This is an optimization exercise on Yosys and OpenROAD, whose aim is small area, not a production implementation.
Function was checked by simulation only, so behaviour that the tests miss may differ from the original.
Power figures rest on the tool's default switching activity, not on a simulated workload.

## old
==> module sawGen, before the edit <==
module sawGen #(parameter [20:0] N = 1) (input clk, input rst, output [31:0] val, output snd);
	function integer BITS(input integer x);
		integer i;
		begin
			BITS = 1;
			for (i = 1; i < 27; i = i + 1)
				if (x >= (1 << i)) BITS = i + 1;
		end
	endfunction
	localparam integer Q  = 20000000 / N;
	localparam integer TZ = (Q % 2 != 0) ? 0 : (Q % 4 != 0) ? 1 : (Q % 8 != 0) ? 2 : (Q % 16 != 0) ? 3 : 4;
	localparam integer QH = Q >> TZ;
	localparam integer NQH = N * QH;
	localparam integer W  = BITS(NQH);
	reg [W-1:0] R;
	reg sndd;
	wire [W-1:0] nq = NQH;
	wire [W-1:0] qh = QH;
	wire wrap = &(R | ~nq);  
	wire clr = rst | wrap;
	wire [W:0] c;
	wire [W-1:0] s;
	assign c[0] = 1'b0;
	genvar i;
	wire [W-1:0] Rk = R & {W{~clr}};
	wire [W:0] ck = c & {(W+1){~clr}};
	generate for (i = 0; i < W; i = i + 1) begin : add
		assign s[i] = Rk[i] ^ (qh[i] & ~clr) ^ ck[i];
		assign c[i+1] = qh[i] ? (R[i] | c[i]) : (R[i] & c[i]);
	end endgenerate
	always @(posedge clk) begin
		R <= s;
		sndd <= ~rst & (sndd ^ wrap);
	end
	assign snd = sndd ^ wrap;
	assign val = {{(31-W-TZ){1'b0}}, R, {(TZ+1){1'b0}}};
endmodule
Settings: LEC_CHECK=0, CAP_MARGIN=20, CORE_MARGIN=2, CORE_UTILIZATION=80, CTS_BUF_LIST=sky130_fd_sc_hd__clkbuf_16 sky130_fd_sc_hd__clkbuf_8, CTS_CLUSTER_DIAMETER=100, CTS_CLUSTER_SIZE=20, PLACE_DENSITY=0.86, SLEW_MARGIN=20; clock period 20.0 ns.
run.sh (not shown) runs the stock make flow with config.mk's settings and CLKGATE_MAP_FILE= SYNTH_SCRIPT=/design/flow/synth_recipe.tcl, a recipe that flattens the netlist after the stock synthesis.
old: flow completed, timing, DRC and antenna clean
## Diff of input files: new against old
-- flow/design.v --
<<< old, line 189
	assign c[0] = 1'b0;
	genvar i;
	wire [W-1:0] Rk = R & {W{~clr}};
	wire [W:0] ck = c & {(W+1){~clr}};
	generate for (i = 0; i < W; i = i + 1) begin : add
		assign s[i] = Rk[i] ^ (qh[i] & ~clr) ^ ck[i];
		assign c[i+1] = qh[i] ? (R[i] | c[i]) : (R[i] & c[i]);
	end endgenerate
	always @(posedge clk) begin
		R <= s;
		sndd <= ~rst & (sndd ^ wrap);
	end
>>> new, line 189
	assign c[0] = 1'b0;
	genvar i;
	generate for (i = 0; i < W; i = i + 1) begin : add
		assign s[i] = R[i] ^ qh[i] ^ c[i];
		assign c[i+1] = qh[i] ? (R[i] | c[i]) : (R[i] & c[i]);
	end endgenerate
	always @(posedge clk) begin
		R <= clr ? {W{1'b0}} : s;
		sndd <= ~rst & (sndd ^ wrap);
	end
Findings:
- new completed; timing, DRC and antenna clean
- new has fraction of standard cell area in multi-input logic below what old had.
- Compared with old, in new fraction of power consumed by the clock network has increased; non-clock buffer area fraction after layout roughly the same.
- Met2 routed wirelength (new vs. old) decreases by a few percent
- Against old, total number of vias in new fell by a little under 10%.
- Of new and old, new shows the lower switching power as a share of total power, with old above it.
- Between old and new, core occupancy in the finished layout decreased.
- Diff old -> new | post-route standard cell area excluding fillers | increase of 0.79%
- new: non-clock buffer count 4 above old
- On new: standard cell area after detailed placement is 670 sq um higher than what old gave.


ChordMachine2 again, from the RTL that the note above started with.
==> module triGen, before the edit <==
module triGen #(parameter [20:0] N = 1) (input clk, input rst, output [31:0] val);
	function integer BITS(input integer x);
		integer i;
		begin
			BITS = 1;
			for (i = 1; i < 27; i = i + 1)
				if (x >= (1 << i)) BITS = i + 1;
		end
	endfunction
	localparam integer Q  = 20000000 / N;
	localparam integer TZ = (Q % 2 != 0) ? 0 : (Q % 4 != 0) ? 1 : (Q % 8 != 0) ? 2 : (Q % 16 != 0) ? 3 : 4;
	localparam integer QH = Q >> TZ;
	localparam integer NQH = N * QH;
	localparam integer W  = BITS((N + 1) * QH);
	localparam [31:0] SPIKE = 32'h1FFFFF * (2 * Q);
	reg [W-1:0] R;
	reg up, dn, spk;    
	wire [W-1:0] nq = NQH;
	wire [W-1:0] qh = QH;
	wire isN = &(R | ~nq);   
	wire [W:0] c;
	wire [W-1:0] s;
	assign c[0] = 1'b0;
	genvar i;
	generate for (i = 0; i < W; i = i + 1) begin : add
		wire b;
		if (i == 0) begin : b0
			assign b = 1'b1;
		end else begin : bn
			assign b = qh[i] ? up : dn;
		end
		assign s[i] = R[i] ^ b ^ c[i];
		assign c[i+1] = (R[i] & b) | (R[i] & c[i]) | (b & c[i]);
	end endgenerate
	wire zero = ~c[W];       
	wire clr = rst | spk | (dn & zero);
	wire nup = up ? ~isN : zero;
	always @(posedge clk) begin
		R <= clr ? {W{1'b0}} : s;
		up <= rst | nup;
		dn <= ~rst & ~nup;
		spk <= rst | (dn & zero);
	end
	assign val = {{(31-W-TZ){1'b0}}, R, {(TZ+1){1'b0}}} | (spk ? SPIKE : 32'd0);
endmodule
==> flow/config.mk <==
export PLATFORM = sky130hd
export DESIGN_NAME = ChordMachine2
export DESIGN_NICKNAME = ChordMachine2
export VERILOG_FILES = /design/flow/design.v
export SDC_FILE = /design/flow/constraint.sdc
export NUM_CORES = 4
export LEC_CHECK = 0
export CAP_MARGIN = 20
export CORE_MARGIN = 2
export CORE_UTILIZATION = 80
export CTS_BUF_LIST = sky130_fd_sc_hd__clkbuf_16 sky130_fd_sc_hd__clkbuf_8
export CTS_CLUSTER_DIAMETER = 100
export CTS_CLUSTER_SIZE = 20
export PLACE_DENSITY = 0.86
export SLEW_MARGIN = 20
==> flow/constraint.sdc <==
create_clock -name core_clock -period 20.0 [get_ports {CLOCK_50}]
set_input_delay 4.0000 -clock core_clock [delete_from_list [all_inputs] [get_ports {CLOCK_50}]]
set_output_delay 4.0000 -clock core_clock [all_outputs]
set_load 0.01 [all_outputs]
standard.sh (not shown) runs the stock make flow with config.mk's settings and CLKGATE_MAP_FILE= SYNTH_SCRIPT=/design/flow/synth_recipe.tcl, a recipe that flattens the netlist after the stock synthesis.
==> flow/flow/run.sh <==
#!/bin/bash
# Layout: the standard ORFS flow (standard.sh) with two changes:
#  - the ports are buffered with sky130_fd_sc_hd__buf_1 cells (repair_design
#    resizes them where needed) instead of the default port buffer;
#  - clock tree synthesis inserts no dummy loads.
# The full make output goes to standard.log; ORFS keeps each step's log
# under orfs/logs/.
set -euo pipefail
bash standard.sh \
  "BUFFER_PORTS_ARGS=-buffer_cell sky130_fd_sc_hd__buf_1" \
  "CTS_ARGS=-sink_clustering_enable -repair_clock_nets -sink_clustering_size 20 -sink_clustering_max_diameter 100 -buf_list {sky130_fd_sc_hd__clkbuf_16 sky130_fd_sc_hd__clkbuf_8} -dont_use_dummy_load" \
  finish > standard.log 2>&1
The first run completed with no timing, DRC or antenna violations.
Next try:
--- a/flow/design.v
+++ b/flow/design.v
@@ -214,35 +214,37 @@
 	localparam integer TZ = (Q % 2 != 0) ? 0 : (Q % 4 != 0) ? 1 : (Q % 8 != 0) ? 2 : (Q % 16 != 0) ? 3 : 4;
 	localparam integer QH = Q >> TZ;
 	localparam integer NQH = N * QH;
 	localparam integer W  = BITS((N + 1) * QH);
 	localparam [31:0] SPIKE = 32'h1FFFFF * (2 * Q);
-	reg [W-1:0] R;
-	reg up, dn, spk;    
+	wire [W-1:0] qh = QH;
+	wire [W-1:0] pm = {~qh[W-1:1], 1'b0};
 	wire [W-1:0] nq = NQH;
-	wire [W-1:0] qh = QH;
+	reg [W-1:0] X;
+	reg up, spk;
+	wire [W-1:0] R = X ^ pm;
 	wire isN = &(R | ~nq);   
-	wire [W:0] c;
-	wire [W-1:0] s;
-	assign c[0] = 1'b0;
+	wire [W:0] co;           
+	wire [W-1:0] ci, s;      
 	genvar i;
 	generate for (i = 0; i < W; i = i + 1) begin : add
-		wire b;
 		if (i == 0) begin : b0
-			assign b = 1'b1;
+			assign ci[i] = 1'b0;
+			assign s[i] = ~X[0];
+			assign co[i+1] = X[0];
 		end else begin : bn
-			assign b = qh[i] ? up : dn;
-		end
-		assign s[i] = R[i] ^ b ^ c[i];
-		assign c[i+1] = (R[i] & b) | (R[i] & c[i]) | (b & c[i]);
+			assign ci[i] = co[i] ^ (pm[i] ^ pm[i-1]);
+			assign s[i] = X[i] ^ up ^ ci[i];
+			assign co[i+1] = (X[i] & up) | (X[i] & ci[i]) | (up & ci[i]);
+		end
 	end endgenerate
-	wire zero = ~c[W];       
+	wire zero = co[W] ^ ~pm[W-1];   
+	wire dn = ~up;
 	wire clr = rst | spk | (dn & zero);
 	wire nup = up ? ~isN : zero;
 	always @(posedge clk) begin
-		R <= clr ? {W{1'b0}} : s;
+		X <= clr ? pm : s;
 		up <= rst | nup;
-		dn <= ~rst & ~nup;
 		spk <= rst | (dn & zero);
 	end
 	assign val = {{(31-W-TZ){1'b0}}, R, {(TZ+1){1'b0}}} | (spk ? SPIKE : 32'd0);
 endmodule
Worst setup slack is worse by 0.12 ns; synthesized cell count went up by 0.78%; combinational power went down by 7.7%; via count went up by 1.7%; worst hold slack is worse by 0.021 ns; clock-buffer cell count went down by 3.


== main ==
RTL: one of the versions met above, not the one the previous note started from.
Size: about 8000 cells after synthesis, ~1400 flip-flops, ~72 I/O pins, roughly 78000 µm² of cells after synthesis.
==> module triGen, before the edit <==
module triGen #(parameter [20:0] N = 1) (input clk, input rst, output [31:0] val);
	function integer BITS(input integer x);
		integer i;
		begin
			BITS = 1;
			for (i = 1; i < 27; i = i + 1)
				if (x >= (1 << i)) BITS = i + 1;
		end
	endfunction
	localparam integer Q  = 20000000 / N;
	localparam integer TZ = (Q % 2 != 0) ? 0 : (Q % 4 != 0) ? 1 : (Q % 8 != 0) ? 2 : (Q % 16 != 0) ? 3 : 4;
	localparam integer QH = Q >> TZ;
	localparam integer NQH = N * QH;
	localparam integer W  = BITS((N + 1) * QH);
	localparam [31:0] SPIKE = 32'h1FFFFF * (2 * Q);
	wire [W-1:0] qh = QH;
	wire [W-1:0] pm = {~qh[W-1:1], 1'b0};
	wire [W-1:0] nq = NQH;
	reg [W-1:0] X;
	reg up, spk;
	wire [W-1:0] R = X ^ pm;
	wire isN = &(R | ~nq);   
	wire [W:0] co;           
	wire [W-1:0] ci, s;      
	genvar i;
	generate for (i = 0; i < W; i = i + 1) begin : add
		if (i == 0) begin : b0
			assign ci[i] = 1'b0;
			assign s[i] = ~X[0];
			assign co[i+1] = X[0];
		end else begin : bn
			assign ci[i] = co[i] ^ (pm[i] ^ pm[i-1]);
			assign s[i] = X[i] ^ up ^ ci[i];
			assign co[i+1] = (X[i] & up) | (X[i] & ci[i]) | (up & ci[i]);
		end
	end endgenerate
	wire zero = co[W] ^ ~pm[W-1];   
	wire dn = ~up;
	wire clr = rst | spk | (dn & zero);
	wire nup = up ? ~isN : zero;
	always @(posedge clk) begin
		X <= clr ? pm : s;
		up <= rst | nup;
		spk <= rst | (dn & zero);
	end
	assign val = {{(31-W-TZ){1'b0}}, R, {(TZ+1){1'b0}}} | (spk ? SPIKE : 32'd0);
endmodule
clock: 20.0 ns
lec_check: 0
cap_margin: 20
core_margin: 2
core_utilization: 80
cts_buf_list: sky130_fd_sc_hd__clkbuf_16 sky130_fd_sc_hd__clkbuf_8
cts_cluster_diameter: 100
cts_cluster_size: 24
gpl_timing_driven: 0
place_density: 0.86
slew_margin: 20
==> flow/flow/run.sh <==
#!/bin/bash
# Layout: the standard ORFS flow (standard.sh) with these changes:
#  - the ports are buffered with sky130_fd_sc_hd__buf_1 cells (repair_design
#    resizes them where needed) instead of the default port buffer;
#  - clock tree synthesis inserts no dummy loads.
# The full make output goes to standard.log; ORFS keeps each step's log
# under orfs/logs/.
set -euo pipefail
bash standard.sh \
  REMOVE_ABC_BUFFERS=1 \
  "BUFFER_PORTS_ARGS=-buffer_cell sky130_fd_sc_hd__buf_1" \
  "CTS_ARGS=-sink_clustering_enable -repair_clock_nets -sink_clustering_size 24 -sink_clustering_max_diameter 100 -buf_list {sky130_fd_sc_hd__clkbuf_16 sky130_fd_sc_hd__clkbuf_8} -dont_use_dummy_load" \
  finish > standard.log 2>&1
main has completed all stages; timing, DRC and antenna checks passed.
For the feature branch, these inputs were changed with respect to main:
--- a/flow/design.v
+++ b/flow/design.v
@@ -216,34 +216,32 @@
 	localparam integer NQH = N * QH;
 	localparam integer W  = BITS((N + 1) * QH);
 	localparam [31:0] SPIKE = 32'h1FFFFF * (2 * Q);
+	reg [W-1:0] R;
+	reg up, dn, spk;    
+	wire [W-1:0] nq = NQH;
 	wire [W-1:0] qh = QH;
-	wire [W-1:0] pm = {~qh[W-1:1], 1'b0};
-	wire [W-1:0] nq = NQH;
-	reg [W-1:0] X;
-	reg up, spk;
-	wire [W-1:0] R = X ^ pm;
 	wire isN = &(R | ~nq);   
-	wire [W:0] co;           
-	wire [W-1:0] ci, s;      
+	wire [W:0] c;
+	wire [W-1:0] s;
+	assign c[0] = 1'b0;
 	genvar i;
 	generate for (i = 0; i < W; i = i + 1) begin : add
+		wire b;
 		if (i == 0) begin : b0
-			assign ci[i] = 1'b0;
-			assign s[i] = ~X[0];
-			assign co[i+1] = X[0];
+			assign b = 1'b1;
 		end else begin : bn
-			assign ci[i] = co[i] ^ (pm[i] ^ pm[i-1]);
-			assign s[i] = X[i] ^ up ^ ci[i];
-			assign co[i+1] = (X[i] & up) | (X[i] & ci[i]) | (up & ci[i]);
-		end
+			assign b = qh[i] ? up : dn;
+		end
+		assign s[i] = R[i] ^ b ^ c[i];
+		assign c[i+1] = (R[i] & b) | (R[i] & c[i]) | (b & c[i]);
 	end endgenerate
-	wire zero = co[W] ^ ~pm[W-1];   
-	wire dn = ~up;
+	wire zero = ~c[W];       
 	wire clr = rst | spk | (dn & zero);
 	wire nup = up ? ~isN : zero;
 	always @(posedge clk) begin
-		X <= clr ? pm : s;
+		R <= clr ? {W{1'b0}} : s;
 		up <= rst | nup;
+		dn <= ~rst & ~nup;
 		spk <= rst | (dn & zero);
 	end
 	assign val = {{(31-W-TZ){1'b0}}, R, {(TZ+1){1'b0}}} | (spk ? SPIKE : 32'd0);
[summary]
- Going from main to the feature branch, count of clock-buffer cells in the layout grows by 1.
- Total wirelength of the detailed-routed design, the feature branch and main, lower one = the feature branch.
- In the feature branch the wire length on met2 turned out 1.7% higher than in main.
- Taking main as the reference, in the feature branch area of combinational cells with multiple inputs saw an increase; switching power share of the total lower; total power shows an increase of 1.6%; basic-gate share of the synthesized area counting and, or, nand and nor cells saw an increase.
- | final critical delay including setup and external delays | the feature branch vs main | 190 ps lower |
- On clock network fraction of total power, the feature branch tracks main almost exactly.

==> what the ideal ports hide <==
In the flow no input, the clock included, has a driving cell. The finished layouts below were timed again as built, in two steps.
Step 1 (the two cells are an assumption about what drives the block):
set clk [get_ports {CLOCK_50}]
set_driving_cell -lib_cell sky130_fd_sc_hd__clkbuf_16 $clk
set_driving_cell -lib_cell sky130_fd_sc_hd__buf_2 [delete_from_list [all_inputs] $clk]
Step 2 moves the port delays by t, midway between the first and last clock arrival at a register: inputs arrive t later, outputs are due t later. That takes back most of the time a late clock gives input paths.
Three values: no drivers, after step 1, after step 2; two values: the first two.
run	t, ns	setup slack, ns	hold WS [ns]	slew at the worst register clock pin (ns)	cell pins on the clock port's net
old	0.790	2.615 / 2.588 / 2.588	0.451 / 0.451 / 0.451	0.10 / 0.10	1
new	0.782	2.859 / 2.829 / 2.829	0.444 / 0.444 / 0.444	0.09 / 0.09	1
the first run of note 2	0.745	3.502 / 3.478 / 3.478	0.447 / 0.447 / 0.447	0.09 / 0.09	1
the second run of note 2	0.763	3.385 / 3.359 / 3.359	0.426 / 0.426 / 0.426	0.10 / 0.10	1
main	0.769	3.290 / 3.265 / 3.265	0.433 / 0.433 / 0.433	0.11 / 0.11	1
the feature branch	0.759	3.484 / 3.438 / 3.438	0.452 / 0.452 / 0.452	0.11 / 0.11	1
After both steps every run listed still meets setup and hold. The setup slack of the feature branch, which loses most, moves by -0.046 ns with the drivers and by -0.046 ns with both steps.
